Background: an optimization exercise with open tools, aiming at small area. Do not read the settings as production practice.
In this exercise RTL edits were held to simulation tests only and were not proved equivalent to the original.
The clock port is modelled as an ideal driver; clocking choices that lean on that would not hold on a real chip.
Power figures rest on the tool's default switching activity, not on a simulated workload.

Design digitalClock, start of the top module:
module digitalClock(
    input clk,  
    input rst,  
    input ctr,  
    input rgt,  
    input lft,  
    input up,   
    input dn,   
    output [6:0] segment,
    output [3:0] enable,
    output AM_PMled,
    output clock_modeled  
    );
Size: about 280 cells after synthesis, about 56 flip-flops, roughly 20 I/O pins, about 2400 um^2 of cells after synthesis.
Settings: LEC_CHECK=0, ABC_AREA=1, CAP_MARGIN=20, CORE_MARGIN=2, CORE_UTILIZATION=40, SLEW_MARGIN=20; clock period 10.0 ns.
standard.sh (not shown) runs the stock make flow with config.mk's settings and CLKGATE_MAP_FILE= SYNTH_SCRIPT=/design/flow/synth_recipe.tcl, a recipe that flattens the netlist after the stock synthesis.
==> flow/flow/run.sh <==
#!/bin/bash
# Own layout flow: the standard layout (standard.sh) with these changes:
#  - synthesis runs the standard flow's synthesis script unchanged except that ABC maps
#    with flow/abc.script (an area-oriented script) and adders are left to
#    ABC instead of being mapped to half/full-adder cells first;
#  - the port buffers are the smallest buffer cell;
#  - clock tree synthesis settings below.
# Each tool's full output is in the ORFS logs under orfs/logs; make's output
# goes to own.log.
set -euo pipefail
W=$PWD
F=$W/flow
sed "s|log_cmd abc {\*}\$abc_args|log_cmd abc -script $F/abc.script {*}[lrange \$abc_args 2 end]|" \
    "$FLOW_HOME/scripts/synth.tcl" > "$W/synth_own.tcl"
grep -q "$F/abc.script" "$W/synth_own.tcl"
sed "s|source \$::env(SCRIPTS_DIR)/synth.tcl|source $W/synth_own.tcl|" "$W/synth_recipe.tcl" > "$W/synth_top.tcl"
grep -q "synth_own.tcl" "$W/synth_top.tcl"
sed "s|SYNTH_SCRIPT=[^ ]*|SYNTH_SCRIPT=$W/synth_top.tcl|" "$W/standard.sh" > "$W/own.sh"
grep -q "synth_top.tcl" "$W/own.sh"
export ADDER_MAP_FILE=
export BUFFER_PORTS_ARGS="-buffer_cell sky130_fd_sc_hd__buf_1"

bash "$W/own.sh" > "$W/own.log" 2>&1
==> flow/flow/abc.script <==
strash
&get -n
&deepsyn -T 60
&put
dch -f
amap
mfs2
strash
dch -f
amap
topo
stime -c
buffer -c
upsize -c
dnsize -c
The first run finished with timing, DRC and antenna clean.
Next try:
==> flow/flow/run.sh (replaced) <==
#!/bin/bash
# The standard layout (standard.sh), with two changes: synthesis leaves
# adders to ABC instead of mapping them to half/full-adder cells first, and
# the port buffers are the smallest buffer cell.
set -euo pipefail
export ADDER_MAP_FILE=
export BUFFER_PORTS_ARGS="-buffer_cell sky130_fd_sc_hd__buf_1"
bash standard.sh > standard.log 2>&1
removed: flow/flow/abc.script
After rerunning:
- The new run went through all stages and came out clean
- worst setup slack gets worse by 0.048 ns
- power went down by 3.9%
- routed wire length went up by 38%
Next try:
==> flow/flow/run.sh (replaced) <==
#!/bin/bash
# Own layout flow: the standard layout (standard.sh) with these changes:
#  - synthesis runs the standard flow's synthesis script unchanged except that ABC maps
#    with flow/abc.script (an area-oriented script) and adders are left to
#    ABC instead of being mapped to half/full-adder cells first;
#  - the port buffers are the smallest buffer cell;
#  - clock tree synthesis settings below.
# Each tool's full output is in the ORFS logs under orfs/logs; make's output
# goes to own.log.
set -euo pipefail
W=$PWD
F=$W/flow
sed "s|log_cmd abc {\*}\$abc_args|log_cmd abc -script $F/abc.script {*}[lrange \$abc_args 2 end]|" \
    "$FLOW_HOME/scripts/synth.tcl" > "$W/synth_own.tcl"
grep -q "$F/abc.script" "$W/synth_own.tcl"
sed "s|source \$::env(SCRIPTS_DIR)/synth.tcl|source $W/synth_own.tcl|" "$W/synth_recipe.tcl" > "$W/synth_top.tcl"
grep -q "synth_own.tcl" "$W/synth_top.tcl"
sed "s|SYNTH_SCRIPT=[^ ]*|SYNTH_SCRIPT=$W/synth_top.tcl|" "$W/standard.sh" > "$W/own.sh"
grep -q "synth_top.tcl" "$W/own.sh"
export ADDER_MAP_FILE=
export BUFFER_PORTS_ARGS="-buffer_cell sky130_fd_sc_hd__buf_1"
export CTS_ARGS="-sink_clustering_enable -repair_clock_nets -dont_use_dummy_load -buf_list {sky130_fd_sc_hd__clkbuf_4 sky130_fd_sc_hd__clkbuf_8}"
bash "$W/own.sh" > "$W/own.log" 2>&1
==> flow/flow/abc.script (new file) <==
strash
&get -n
&deepsyn -T 120
&put
dch -f
amap
mfs2
strash
dch -f
amap
mfs2
strash
dch -f
amap
topo
Effect: Final area shrinks by 20%. Utilization grows by 1.3 points. Worst setup slack loses 0.17 ns. Non-clock buffer count is unchanged. Hold slack got worse by 0.020 ns. Via count came out lower by 27%. Area after synthesis is lower by 20%. Clock-buffer cell count drops by 1. Total power is lower by 6.8%. First-iteration DRC count is lower by 53%. Synthesized cell count fell by 33%.
Next try:
--- a/flow/flow/run.sh
+++ b/flow/flow/run.sh
@@ -22 +22 @@
-export CTS_ARGS="-sink_clustering_enable -repair_clock_nets -dont_use_dummy_load -buf_list {sky130_fd_sc_hd__clkbuf_4 sky130_fd_sc_hd__clkbuf_8}"
+export CTS_ARGS="-sink_clustering_enable -repair_clock_nets -dont_use_dummy_load -buf_list {sky130_fd_sc_hd__clkbuf_8 sky130_fd_sc_hd__clkbuf_16}"
==> flow/flow/abc.script (replaced) <==
strash
&get -n
&deepsyn -T 60
&put
dch -f
amap
mfs2
strash
dch -f
amap
topo
stime -c
buffer -c
upsize -c
dnsize -c
The changed run completed with no timing, DRC or antenna violations. Die area climbs slightly. Wire length climbs slightly. Area after synthesis climbs slightly. Sequential share of layout area drops by 0.80 points. Count of clock-buffer cells in the layout is unchanged. Combinational power climbs by a few percent.


The RTL this note starts from:
==> flow/design.v <==
module Seven_Segment(
    input clk,  
    input rst,  
    input [3:0] zero_min,
    input [2:0] first_min,
    input [3:0] zero_hour,
    input first_hour,
    output [6:0] segment,
    output [3:0] enable
    );
    reg [2:0] count;      
    reg [1:0] digit_clk;
    reg fresh;            
    reg [3:0] st0;        
    reg [2:0] st1;        
    reg [3:0] st2;        
    reg st3;              
    reg [3:0] shown;      
    wire first = count == 3'd0 || count == 3'd5;
    always @(posedge clk) begin
        case (digit_clk)
            2'd0: st0 <= zero_min;
            2'd1: st1 <= first_min;
            2'd2: st2 <= zero_hour;
            2'd3: st3 <= first_hour;
        endcase
        if (rst) begin
            count <= 3'd5;
            digit_clk <= 0;
            fresh <= 1;
            shown <= 4'd8;
        end else begin
            if (count == 3'd4) begin
                count <= 0;
                digit_clk <= digit_clk + 1;
            end else if (count == 3'd5) begin
                count <= 1;
            end else begin
                count <= count + 1;
            end
            if (first && digit_clk == 2'd3)
                fresh <= 0;
            if (first && fresh)
                shown <= 4'd8;
            else
                case (digit_clk)
                    2'd0: shown <= st0;
                    2'd1: shown <= {1'b0, st1};
                    2'd2: shown <= st2;
                    2'd3: shown <= {3'b000, st3};
                endcase
        end
    end
    wire [1:0] prev = (count == 3'd0) ? digit_clk - 2'd1 : digit_clk;
    assign enable = (count == 3'd5) ? 4'b0000 : ~(4'b0001 << prev);
    wire [2:0] v = shown[2:0];
    assign segment = shown[3] ? (shown[0] ? 7'b0011000 : 7'b0000000) :
                     (v == 3'd0) ? 7'b1000000 :
                     (v == 3'd1) ? 7'b1111001 :
                     (v == 3'd2) ? 7'b0100100 :
                     (v == 3'd3) ? 7'b0110000 :
                     (v == 3'd4) ? 7'b0011001 :
                     (v == 3'd5) ? 7'b0010010 :
                     (v == 3'd6) ? 7'b0000010 : 7'b1111000;
endmodule
module digitalClock(
    input clk,  
    input rst,  
    input ctr,  
    input rgt,  
    input lft,  
    input up,   
    input dn,   
    output [6:0] segment,
    output [3:0] enable,
    output AM_PMled,
    output clock_modeled  
    );
    reg [7:0] cnt_lo;
    reg [1:0] cnt_hi;
    reg [5:0] seconds;    
    reg change;           
    reg clock_mode;       
    reg [2:0] mt;         
    reg [3:0] mu;         
    reg ht;               
    reg [3:0] hu;         
    reg pm;
    reg op_up, op_dn, op_hr;
    assign clock_modeled = clock_mode;
    assign AM_PMled = pm;
    wire lo_end = cnt_lo == 8'h80;
    wire sample = !clock_mode && (cnt_hi != 2'b00 || lo_end);
    wire sec60  = &seconds[5:2];
    wire lo_fb  = cnt_lo[7] ^ cnt_lo[5] ^ cnt_lo[4] ^ cnt_lo[3] ^ (cnt_lo[6:0] == 7'd0);
    wire roll_op = op_hr & !op_up & !op_dn;
    wire mz      = mt == 3'd0 && mu == 4'd0;
    wire m60     = mt[2] & mt[1];
    wire h12am   = ht & hu[1] & !pm;           
    wire h11pm   = ht & hu[0] & pm;            
    wire [2:0] inc_mt = (mu == 4'd9) ? mt + 3'd1 : mt;
    wire [3:0] inc_mu = (mu == 4'd9) ? 4'd0 : mu + 4'd1;
    wire [2:0] dec_mt = (mu == 4'd0) ? mt - 3'd1 : mt;
    wire [3:0] dec_mu = (mu == 4'd0) ? 4'd9 : mu - 4'd1;
    reg inc_ht, inc_pm, dec_ht, dec_pm;
    reg [3:0] inc_hu, dec_hu;
    always @* begin
        inc_pm = pm;
        if (!ht) begin
            inc_ht = hu == 4'd9;
            inc_hu = (hu == 4'd9) ? 4'd0 : hu + 4'd1;
        end else if (hu[1]) begin            
            inc_ht = 0;
            inc_hu = 4'd1;
        end else if (hu[0]) begin            
            inc_ht = 1;
            inc_hu = pm ? 4'd1 : 4'd2;
            inc_pm = 1;
        end else begin                       
            inc_ht = 1;
            inc_hu = 4'd1;
        end
        dec_pm = pm;
        if (!ht) begin
            if (hu == 4'd1) begin            
                dec_ht = 1;
                dec_hu = 4'd2;
                dec_pm = 1;
            end else begin
                dec_ht = 0;
                dec_hu = hu - 4'd1;
            end
        end else if (hu[1]) begin            
            dec_ht = 1;
            dec_hu = 4'd1;
            dec_pm = 0;
        end else if (hu[0]) begin            
            dec_ht = 1;
            dec_hu = 4'd0;
        end else begin                       
            dec_ht = 0;
            dec_hu = 4'd9;
        end
    end
    reg [2:0] nmt;
    reg [3:0] nmu;
    reg nht, npm, roll;
    reg [3:0] nhu;
    always @* begin
        nmt = mt;
        nmu = mu;
        nht = ht;
        nhu = hu;
        npm = pm;
        roll = 0;
        if (roll_op) begin
            nht = 1;
            nhu = 4'd2;
            npm = 0;
            if (m60) begin
                nmt = 0;
                nmu = 0;
            end
        end else if (m60) begin
            roll = h11pm;
            nmt = h11pm ? 3'd6 : 3'd0;
            nmu = 0;
            nht = inc_ht;
            nhu = inc_hu;
            npm = inc_pm;
        end else if (!op_hr) begin
            if (op_up) begin
                nmt = inc_mt;
                nmu = inc_mu;
            end
            if (op_dn) begin
                if (!mz) begin
                    nmt = dec_mt;
                    nmu = dec_mu;
                end else if (!h12am) begin
                    nht = dec_ht;
                    nhu = dec_hu;
                    npm = dec_pm;
                    nmt = 3'd5;
                    nmu = 4'd9;
                end
            end
        end else begin
            if (op_up) begin
                roll = h11pm;
                nht = inc_ht;
                nhu = inc_hu;
                npm = inc_pm;
            end
            if (op_dn && !h12am) begin
                roll = 0;
                nht = dec_ht;
                nhu = dec_hu;
                npm = dec_pm;
            end
        end
    end
    always @(posedge clk) begin
        if (rst) begin
            cnt_lo <= 0;
            cnt_hi <= 0;
            seconds <= 0;
            change <= 0;
            clock_mode <= 0;
            mt <= 0;
            mu <= 0;
            ht <= 1;
            hu <= 4'd2;
            pm <= 0;
            op_up <= 0;
            op_dn <= 0;
            op_hr <= 0;
        end else begin
            cnt_lo <= {cnt_lo[6:0], lo_fb};
            if (lo_end)
                cnt_hi <= cnt_hi + 1;
            if (clock_mode) begin
                if (ctr) begin
                    clock_mode <= 0;
                    change <= 0;
                    seconds <= 0;
                end
                if (lo_end && &cnt_hi)
                    seconds <= seconds + 1;
            end else begin
                if (ctr)
                    clock_mode <= 1;
                if (sample) begin
                    cnt_lo <= 0;
                    cnt_hi <= 0;
                    if (lft || rgt)
                        change <= !change;
                end
            end
            if (sec60)
                seconds <= 0;
            mt <= nmt;
            mu <= nmu;
            ht <= nht;
            hu <= nhu;
            pm <= npm;
            op_up <= sec60 | (sample & up);
            op_dn <= sample & dn;
            op_hr <= roll | (sample & change & (up | dn));
        end
    end
    Seven_Segment SSM(clk, rst, mu, mt, hu, ht, segment, enable);
endmodule
make LEC_CHECK=0 ABC_AREA=1 CAP_MARGIN=20 CORE_MARGIN=2 CORE_UTILIZATION=40 SLEW_MARGIN=20 finish   # period 10.0 ns
run.sh (not shown) runs the stock make flow with config.mk's settings and CLKGATE_MAP_FILE= SYNTH_SCRIPT=/design/flow/synth_recipe.tcl, a recipe that flattens the netlist after the stock synthesis.
Stock flow here: none of the scripts above is used.
Edit:
==> flow/flow/run.sh (new file) <==
#!/bin/bash
# Own layout flow: the standard layout (standard.sh) with these changes:
#  - synthesis runs the standard flow's synthesis script unchanged except that ABC maps
#    with flow/abc.script (an area-oriented script) and adders are left to
#    ABC instead of being mapped to half/full-adder cells first;
#  - the port buffers are the smallest buffer cell;
#  - clock tree synthesis settings below; after it the root clock buffer,
#    which drives only the leaf clock buffers, gets the smallest cell.
# Each tool's full output is in the ORFS logs under orfs/logs; make's output
# goes to own.log.
set -euo pipefail
W=$PWD
F=$W/flow
sed "s|log_cmd abc {\*}\$abc_args|log_cmd abc -script $F/abc.script {*}[lrange \$abc_args 2 end]|" \
    "$FLOW_HOME/scripts/synth.tcl" > "$W/synth_own.tcl"
grep -q "$F/abc.script" "$W/synth_own.tcl"
sed "s|source \$::env(SCRIPTS_DIR)/synth.tcl|source $W/synth_own.tcl|" "$W/synth_recipe.tcl" > "$W/synth_top.tcl"
grep -q "synth_own.tcl" "$W/synth_top.tcl"
sed "s|SYNTH_SCRIPT=[^ ]*|SYNTH_SCRIPT=$W/synth_top.tcl|" "$W/standard.sh" > "$W/own.sh"
grep -q "synth_top.tcl" "$W/own.sh"
export ADDER_MAP_FILE=
export BUFFER_PORTS_ARGS="-buffer_cell sky130_fd_sc_hd__buf_1"
export CTS_ARGS="-sink_clustering_enable -repair_clock_nets -dont_use_dummy_load -buf_list {sky130_fd_sc_hd__clkbuf_4 sky130_fd_sc_hd__clkbuf_8}"
export POST_CTS_TCL="$F/root.tcl"
bash "$W/own.sh" > "$W/own.log" 2>&1
==> flow/flow/abc.script (new file) <==
strash
&get -n
&deepsyn -T 120
&put
dch -f
amap
mfs2
strash
dch -f
amap
mfs2
strash
dch -f
amap
topo
==> flow/flow/root.tcl (new file) <==
# After clock tree synthesis: the root clock buffer only drives the few leaf
# clock buffers, so give it the smallest clock buffer cell.
set own_block [ord::get_db_block]
foreach own_it [[$own_block findNet clk] getITerms] {
  set own_i [$own_it getInst]
  if { [string match "sky130_fd_sc_hd__clkbuf_*" [[$own_i getMaster] getName]] } {
    $own_i swapMaster [[ord::get_db] findMaster sky130_fd_sc_hd__clkbuf_2]
    puts "OWN_CTS root clock buffer [$own_i getName] is now clkbuf_2"
  }
}
estimate_parasitics -placement
==> flow/standard.sh (new file) <==
#!/bin/bash
# synth_recipe.tcl (not shown) runs the flow's synth.tcl, then flattens the netlist and writes it again
# the make line also repeats each setting of config.mk as NAME=value (left out here)
make -C /OpenROAD-flow-scripts/flow DESIGN_CONFIG=/design/flow/config.mk WORK_HOME=/design/flow/orfs CLKGATE_MAP_FILE= SYNTH_SCRIPT=/design/flow/synth_recipe.tcl "${@:-finish}"
removed: flow/run.sh
- clock skew stays flat
- worst setup slack gains 280 ps
- synthesized cell count goes down by 32%
- cell area goes down by 29%
- synthesized area goes down by 27%
- via count goes down by 29%
- global-route usage goes down by 0.24 points
- first-iteration DRC count goes down by 10%
- count of clock-buffer cells in the layout goes down by 1
Edit:
--- a/flow/flow/run.sh
+++ b/flow/flow/run.sh
@@ -7,2 +7 @@
-#  - clock tree synthesis settings below; after it the root clock buffer,
-#    which drives only the leaf clock buffers, gets the smallest cell.
+#  - clock tree synthesis settings below.
@@ -23,2 +22 @@
-export CTS_ARGS="-sink_clustering_enable -repair_clock_nets -dont_use_dummy_load -buf_list {sky130_fd_sc_hd__clkbuf_4 sky130_fd_sc_hd__clkbuf_8}"
-export POST_CTS_TCL="$F/root.tcl"
+export CTS_ARGS="-sink_clustering_enable -repair_clock_nets -dont_use_dummy_load -buf_list {sky130_fd_sc_hd__clkbuf_16} -root_buf sky130_fd_sc_hd__clkbuf_16 -sink_clustering_size 60 -sink_clustering_max_diameter 300"
==> flow/flow/abc.script (replaced) <==
strash
&get -n
&deepsyn -T 60
&put
dch -f
amap
mfs2
strash
dch -f
amap
topo
stime -c
buffer -c
upsize -c
dnsize -c
removed: flow/flow/root.tcl
The changed run completed with no timing, DRC or antenna violations; die area grows slightly; worst hold slack stays flat; worst setup slack is better by 320 ps; cell area grows by a few percent; area after synthesis grows slightly; sequential share of layout area shrinks by 2.0 points.

static timing again, ports no longer ideal:
Ports are ideal in the flow. The routed layouts listed here were re-timed in OpenROAD. Step 1 sets driving cells, clkbuf_16 on the clock port and buf_2 on the other inputs (assumed; they add their load-dependent delay and slew). Step 2 times the ports against the registers' clock, not the clock port: input delays grow and output delays shrink by t, the midpoint of the rising clock arrivals with the driver on. Slacks: no drivers / after step 1 / after step 2; pairs: no drivers / after step 1.
run	t, ns	slack for setup (ns)	slew at the worst register clock pin (ns)
the first run of note 1	0.327	6.286 / 6.257 / 6.367	0.10 / 0.10
the second run of note 1	0.336	6.238 / 6.208 / 6.543	0.10 / 0.10
the third run of note 1	0.322	6.067 / 6.037 / 6.327	0.09 / 0.09
the fourth run of note 1	0.321	6.271 / 6.243 / 6.338	0.10 / 0.10
the first run of note 2	0.334	5.709 / 5.676 / 6.010	0.10 / 0.10
the second run of note 2	0.398	5.987 / 5.960 / 6.327	0.09 / 0.09
the third run of note 2	0.315	6.312 / 6.278 / 6.355	0.07 / 0.07
After both steps setup and hold are still met in every run listed.
